From an optimization exercise on the open Yosys and OpenROAD flow, aimed at a short achievable clock period and few clock cycles; shortcuts taken in it are not production practice. Only simulation tests tie the RTL to the original design; equivalence was not proved. Power and IR drop assume default switching activity.

the baseline:
// top
module top (
    input         clk,
    input         reset,
    output [31:0] PC,
    input  [31:0] Instr,
    output        MemWrite,
    output [31:0] DataAdr,
    output [31:0] WriteData,
    input  [31:0] ReadData
);
clock: 11.0 ns
lec_check: 0
abc_clock_period_in_ps: 1000
cap_margin: 20
core_margin: 2
core_utilization: 40
place_density: 0.6
setup_slack_margin: 5
slew_margin: 20
standard.sh (not shown) runs the stock make flow with config.mk's settings and CLKGATE_MAP_FILE= SYNTH_SCRIPT=/design/flow/synth_recipe.tcl, a recipe that flattens the netlist after the stock synthesis.
==> flow/flow/run.sh <==
#!/bin/bash
# Own flow: the standard layout (standard.sh) with these changes.
#  - Synthesis maps with a mapping-only ABC script (flow/abc_map.script) and
#    without the full/half adder cells, so the RTL's parallel-prefix adders
#    keep their depth. Registers are untouched by both changes.
#  - The standard synthesis runs first; its netlist gives the names of the
#    few registers that synthesis leaves unnamed (see flow/fast_synth.tcl).
set -uo pipefail
HERE=$(pwd)
MARGIN=${MARGIN:-7.6}
RES=orfs/results/${FLOW_PLATFORM:-sky130hd}/top/base
bash standard.sh synth > std_synth.log 2>&1 || { tail -20 std_synth.log; exit 1; }
cp $RES/1_2_yosys.v std_netlist.v
rm -rf orfs
export FAST_ABC_SCRIPT=$HERE/flow/abc_map.script
export STD_NETLIST=$HERE/std_netlist.v
bash standard.sh SYNTH_SCRIPT=$HERE/flow/fast_synth.tcl ADDER_MAP_FILE= \
    SETUP_SLACK_MARGIN=$MARGIN finish > run_make.log 2>&1
st=$?
tail -20 run_make.log
exit $st
Other scripts of this flow, unchanged in this note and not shown: flow/flow/abc_map.script, flow/flow/fast_synth.tcl
The baseline went all the way through the flow, and no timing, DRC or antenna check failed.
Testbench counts of the baseline, summed over its fixed seeds: cycles 40,664.
--- input diff the baseline..the candidate ---
--- a/flow/design.v
+++ b/flow/design.v
@@ -18,21 +18,22 @@
     reg  [31:0] pc4_e;
     reg  [3:0]  cond_e;
     reg  [3:0]  rd_e;
     reg         dp_e, ld_e, st_e, br_e, s_e, pred_e;
     reg  [1:0]  aluc_e;
     reg         fN, fZ, fC, fV;
     reg         mw_m, ld_m, wr_m;
     reg  [3:0]  rd_m;
     reg  [31:0] adr_m, wd_m;
     reg  [32*15-1:0] rf;              
-    assign PC        = pc_f;
+    reg  [31:0] pc_on;
+    assign PC        = ~pc_on;
     assign MemWrite  = mw_m;
     assign DataAdr   = adr_m;
     assign WriteData = wd_m;
     function [64:0] ks32;
         input [31:0] a, b;
         input        ci;
         reg   [31:0] g, p, gn, pn, c;
         integer k, i;
         begin
             p = a ^ b;
@@ -244,28 +245,30 @@
     wire [31:0] tgt_f = f_br ? tgt_b : tgt_a;
     wire [31:0] e_target = taken_e ? res_e : pc4_e;
     wire [31:0] pc_hold  = redirect ? e_target : (redir_d ? d_target : pc_f);
     wire        hold     = redirect | redir_d | stall;
     wire [31:0] pc_fnext = f_pred ? tgt_f : {pcp4_u, pc_f[1:0]};
     wire [31:0] pc_next  = hold ? pc_hold : pc_fnext;
     integer j;
     always @(posedge clk or posedge reset) begin
         if (reset) begin
             pc_f <= 32'd0;
+            pc_on <= 32'hFFFFFFFF;
             v_d  <= 1'b0;
             v_e  <= 1'b0;
             fN <= 1'b0; fZ <= 1'b0; fC <= 1'b0; fV <= 1'b0;
             mw_m <= 1'b0;
             ld_m <= 1'b0;
             wr_m <= 1'b0;
         end else begin
             pc_f <= pc_next;
+            pc_on <= ~pc_next;
             if (redirect | redir_d) v_d <= 1'b0;
             else if (!stall) v_d <= 1'b1;
             v_e  <= v_d & ~stall & ~redirect;
             if (go_e & dp_e & s_e) begin fN <= rN; fZ <= rZ; end
             if (go_e & dp_e & s_e & ~aluc_e[1]) begin fC <= rC; fV <= rV; end
             mw_m <= go_e & st_e;
             ld_m <= go_e & ld_e;
             wr_m <= wr_e;
         end
     end
--- outcome ---
The baseline and the candidate all finish clean.
Between the candidate and the baseline, the initial DRC count figures differ only marginally.
Delta (the candidate minus the baseline): routed wire length now smaller, routed wirelength normalized by instance count moved down.
Area fraction in compound gates after synthesis (lower): the candidate
The candidate vs the baseline — peak per-stage delay on the critical path dropped 0.06 ns.
Wire length of the first global-routing pass improves in the candidate relative to the baseline.
Looking at minimum period implied by the final worst setup slack across the baseline and the candidate, the one that comes out higher is the baseline.
Compared with the baseline, in the candidate clock latency of the later-clocked register in the worst-skew pair closely matched the old numbers; setup fix buffers added after clock tree synthesis lost 22; power higher; global-route usage dropped 1.5 points.
Testbench counts of the candidate, summed over its fixed seeds: cycles 40,664.

Another version of the RTL of top (not shown whole).
Size in the first run: roughly 5,600 cells after synthesis, roughly 160 I/O pins, about 47,000 um^2 of cells after synthesis.
==> flow/config.mk <==
export PLATFORM = sky130hd
export DESIGN_NAME = top
export DESIGN_NICKNAME = top
export VERILOG_FILES = /design/flow/design.v
export SDC_FILE = /design/flow/constraint.sdc
export NUM_CORES = 4
export LEC_CHECK = 0
export ABC_CLOCK_PERIOD_IN_PS = 1000
export CAP_MARGIN = 20
export CORE_MARGIN = 2
export CORE_UTILIZATION = 40
export PLACE_DENSITY = 0.6
export SETUP_SLACK_MARGIN = 5
export SLEW_MARGIN = 20
==> flow/constraint.sdc <==
create_clock -name core_clock -period 11.0 [get_ports {clk}]
set_input_delay 2.2000 -clock core_clock [delete_from_list [all_inputs] [get_ports {clk}]]
set_output_delay 2.2000 -clock core_clock [all_outputs]
set_load 0.01 [all_outputs]
==> flow/flow/run.sh <==
#!/bin/bash
# Own flow: the standard layout (standard.sh) with these changes.
#  - Synthesis maps with a mapping-only ABC script (flow/abc_map.script) and
#    without the full/half adder cells, so the RTL's parallel-prefix adders
#    keep their depth. Registers are untouched by both changes.
#  - The standard synthesis runs first; its netlist gives the names of the
#    few registers that synthesis leaves unnamed (see flow/fast_synth.tcl).
#  - Ports are buffered with buf_4 rather than the smallest buffer (a delay
#    cell that resizing could not swap out), and resizing may swap a cell
#    for one of another footprint.
# Each step's full output: std_synth.log, run_make.log, and ORFS's own logs
# under orfs/logs.
set -uo pipefail
HERE=$(pwd)
MARGIN=${MARGIN:-7.6}
RES=orfs/results/${FLOW_PLATFORM:-sky130hd}/top/base
bash standard.sh synth > std_synth.log 2>&1 || { tail -20 std_synth.log; exit 1; }
cp $RES/1_2_yosys.v std_netlist.v
rm -rf orfs
export FAST_ABC_SCRIPT=$HERE/flow/abc_map.script
export STD_NETLIST=$HERE/std_netlist.v
bash standard.sh SYNTH_SCRIPT=$HERE/flow/fast_synth.tcl ADDER_MAP_FILE= \
    SETUP_SLACK_MARGIN=$MARGIN MATCH_CELL_FOOTPRINT=0 \
    "BUFFER_PORTS_ARGS=-buffer_cell sky130_fd_sc_hd__buf_4" finish > run_make.log 2>&1
st=$?
tail -20 run_make.log
exit $st
Other scripts of this flow, unchanged in this note and not shown: flow/flow/abc_map.script, flow/flow/fast_synth.tcl
The starting point finished clean.
Testbench counts at the start, summed over its fixed seeds: cycles 40,666.
Then changed:
--- a/flow/design.v
+++ b/flow/design.v
@@ -9,23 +9,22 @@
     input  [31:0] ReadData
 );
     reg  [31:0] pc_f;
     reg         v_d;
     reg  [31:0] ir_d;
     reg  [31:0] pc8_d, pc4_d;
     reg  [3:0]  ra2_d;               
     reg         aimm_d;              
     reg         bimm_d;              
     reg  [31:0] imm_d;               
     reg         pred_d;
-    reg         cross_d;             
     reg         v_e;
     reg  [31:0] a_e, b_e, sd_e;
     reg  [31:0] pc4_e;
     reg  [3:0]  cond_e;
     reg  [3:0]  rd_e;
     reg         dp_e, ld_e, st_e, br_e, s_e, pred_e;
     reg  [1:0]  aluc_e;
     reg         add_e, sub_e, and_e, orr_e;    
     reg         fN, fZ, fC, fV;
     reg         mw_m, ld_m, wr_m;
     reg  [3:0]  rd_m;
@@ -183,30 +182,29 @@
             4'b0111: condex_d = ~fV;
             4'b1000: condex_d = fC & ~fZ;
             4'b1001: condex_d = ~fC | fZ;
             4'b1010: condex_d = ~(fN ^ fV);
             4'b1011: condex_d = fN ^ fV;
             4'b1100: condex_d = ~fZ & ~(fN ^ fV);
             4'b1101: condex_d = fZ | (fN ^ fV);
             default: condex_d = 1'b1;
         endcase
     end
     wire known_d  = ~wf_e | (cond_d[3:1] == 3'b000) | (cond_d == 4'b1110);
-    wire take_d   = known_d ? condex_d : pred_d;
-    wire redir_d  = v_d & ctl_d & ((take_d ^ pred_d) | (pred_d & cross_d)) & ~redirect;
+    wire redir_d  = v_d & ctl_d & known_d & (condex_d ^ pred_d) & ~redirect;
     wire [31:0] off_d  = br_d ? {{6{ir_d[23]}}, ir_d[23:0], 2'b00} : {24'd0, ir_d[7:0]};
     wire [31:0] btgt_d;
     wire        btgt_co;
     wire [31:0] cbt_unused;
     assign {btgt_co, cbt_unused, btgt_d} = ks32(pc8_d, off_d, 1'b0);
-    wire [31:0] d_target = take_d ? btgt_d : pc4_d;
+    wire [31:0] d_target = condex_d ? btgt_d : pc4_d;
     wire a_is_pc = aimm_d;
     wire b_is_imm = bimm_d;
     wire        fa_x = fa_e & ~a_is_pc;
     wire        fb_x = fb_e & ~b_is_imm;
     wire [31:0] a_pre   = a_is_pc ? pc8_d : rfa_m;
     wire [31:0] b_pre   = b_is_imm ? imm_d : rfb_m;
     wire [31:0] a_next  = fa_x ? res_e : a_pre;
     wire [31:0] b_next  = fb_x ? res_e : b_pre;
     wire [31:0] sd_next = fb_e ? res_e : rfb_m;
     wire [31:2] pcp4_u = pc_f[31:2] + 30'd1;
     wire [31:3] pcp8_u = pc_f[31:3] + 29'd1;
@@ -224,24 +222,23 @@
     wire        nx_b  = (c_b == Instr[23]);
     wire [7:0]  lo_a;
     wire        c_a;
     wire [7:0] ca_unused;
     assign {c_a, ca_unused, lo_a} = ks8({pcp8_u[7:3], pc_f[2:0]}, Instr[7:0], 1'b0);
     wire [31:0] tgt_a = {pcp8_u[31:8], lo_a};
     wire        nx_a  = ~c_a;
     wire fNV = fN ^ fV;
     wire [15:0] cv = {1'b1, 1'b1, fZ | fNV, ~fZ & ~fNV, fNV, ~fNV, ~fC | fZ, fC & ~fZ,
                       ~fV, fV, ~fN, fN, ~fC, fC, ~fZ, fZ};
     wire f_condok = cv[f_cond];
-    wire f_pred  = (f_br & f_short | f_addpc) & f_condok;
-    wire f_cross = f_br ? ~nx_b : ~nx_a;
+    wire f_pred = (f_br & f_short & nx_b | f_addpc & nx_a) & f_condok;
     wire [31:0] tgt_f = f_br ? tgt_b : tgt_a;
     wire [31:0] e_target = taken_e ? res_e : pc4_e;
     wire [31:0] pc_hold  = redirect ? e_target : (redir_d ? d_target : pc_f);
     wire        hold     = redirect | redir_d | stall;
     wire [31:0] pc_fnext = f_pred ? tgt_f : {pcp4_u, pc_f[1:0]};
     wire [31:0] pc_next  = hold ? pc_hold : pc_fnext;
     integer j;
     always @(posedge clk or posedge reset) begin
         if (reset) begin
             pc_f <= 32'd0;
             v_d  <= 1'b0;
@@ -265,36 +262,35 @@
     always @(posedge clk) begin
         if (!stall) begin
             ir_d   <= Instr;
             ra2_d  <= (Instr[27:26] == 2'b01 && !Instr[20]) ? Instr[15:12] : Instr[3:0];
             aimm_d <= (Instr[27:26] == 2'b10);
             bimm_d <= Instr[27] ^ Instr[26] | Instr[25];
             imm_d  <= (Instr[27:26] == 2'b10) ? {{6{Instr[23]}}, Instr[23:0], 2'b00} :
                       (Instr[27:26] == 2'b01) ? {20'd0, Instr[11:0]} : {24'd0, Instr[7:0]};
             pc8_d  <= {pcp8_u, pc_f[2:0]};
             pc4_d  <= {pcp4_u, pc_f[1:0]};
             pred_d <= f_pred;
-            cross_d <= f_cross;
         end
         a_e    <= a_next;
         b_e    <= b_next;
         sd_e   <= sd_next;
         pc4_e  <= pc4_d;
         cond_e <= cond_d;
         rd_e   <= rd_d;
         dp_e   <= dp_d;
         ld_e   <= ld_d;
         st_e   <= st_d;
         br_e   <= br_d;
         s_e    <= s_d;
-        pred_e <= redir_d ? take_d : pred_d;
+        pred_e <= pred_d ^ redir_d;
         aluc_e <= aluc_d;
         add_e  <= (aluc_d == 2'b00);
         sub_e  <= (aluc_d == 2'b01);
         and_e  <= (aluc_d == 2'b10);
         orr_e  <= (aluc_d == 2'b11);
         rd_m   <= rd_e;
         adr_m  <= res_e;
         wd_m   <= sd_e;
         for (j = 0; j < 15; j = j + 1)
             if (wr_m && rd_m == j) rf[32*j +: 32] <= m_val;
     end
The changed run finished clean.
Final cell count went up by 2.2%.
Design area went up by 0.55%.
Sequential power went down by about 0.8%.
Global-route usage went up by 0.14 points.
Hold slack improves by 0.0078 ns.
Synthesized area went up by 1.7%.
Register-to-register slack degrades by 0.27 ns.
Worst setup slack degrades by 0.19 ns.
Die area went up by 1.7%.
Non-clock buffer count went up by 14.
Synthesized cell count went up by 2.6%.
Via count went up by 2.3%.
Count of clock-buffer cells in the layout went down by 2.
Testbench counts after the change, summed over its fixed seeds: cycles 40,666.

[afterwards: timing with drivers on the ports]
No port has a modelled driver above. Below, the same layouts with a new extraction and two added sets of constraints. Step 1, drivers: a clkbuf_16 drives clk and a buf_2 each remaining input, both assumed. Step 2 adds t to the input delays and takes it off the output delays; t is the mean of the earliest and latest rising clock arrival at the registers after step 1. Input paths then give back, and output paths get back, about the clock's delay inside the block. a / b / c = no drivers / after step 1 / after step 2; a / b = the first two.
run	shift t [ns]	slack for setup (ns)	slew at the worst register clock pin (ns)
the baseline	0.826	7.038 / 7.038 / 6.290	0.07 / 0.07
the candidate	0.816	7.049 / 7.077 / 6.261	0.07 / 0.07
the first run of note 2	0.772	7.428 / 7.356 / 6.745	0.07 / 0.07
the second run of note 2	0.775	7.236 / 7.240 / 6.465	0.08 / 0.08
After both steps setup and hold are still met in every run listed. For the candidate, which loses most, drivers alone change the setup slack by +0.028 ns; drivers and shift together by -0.788 ns.
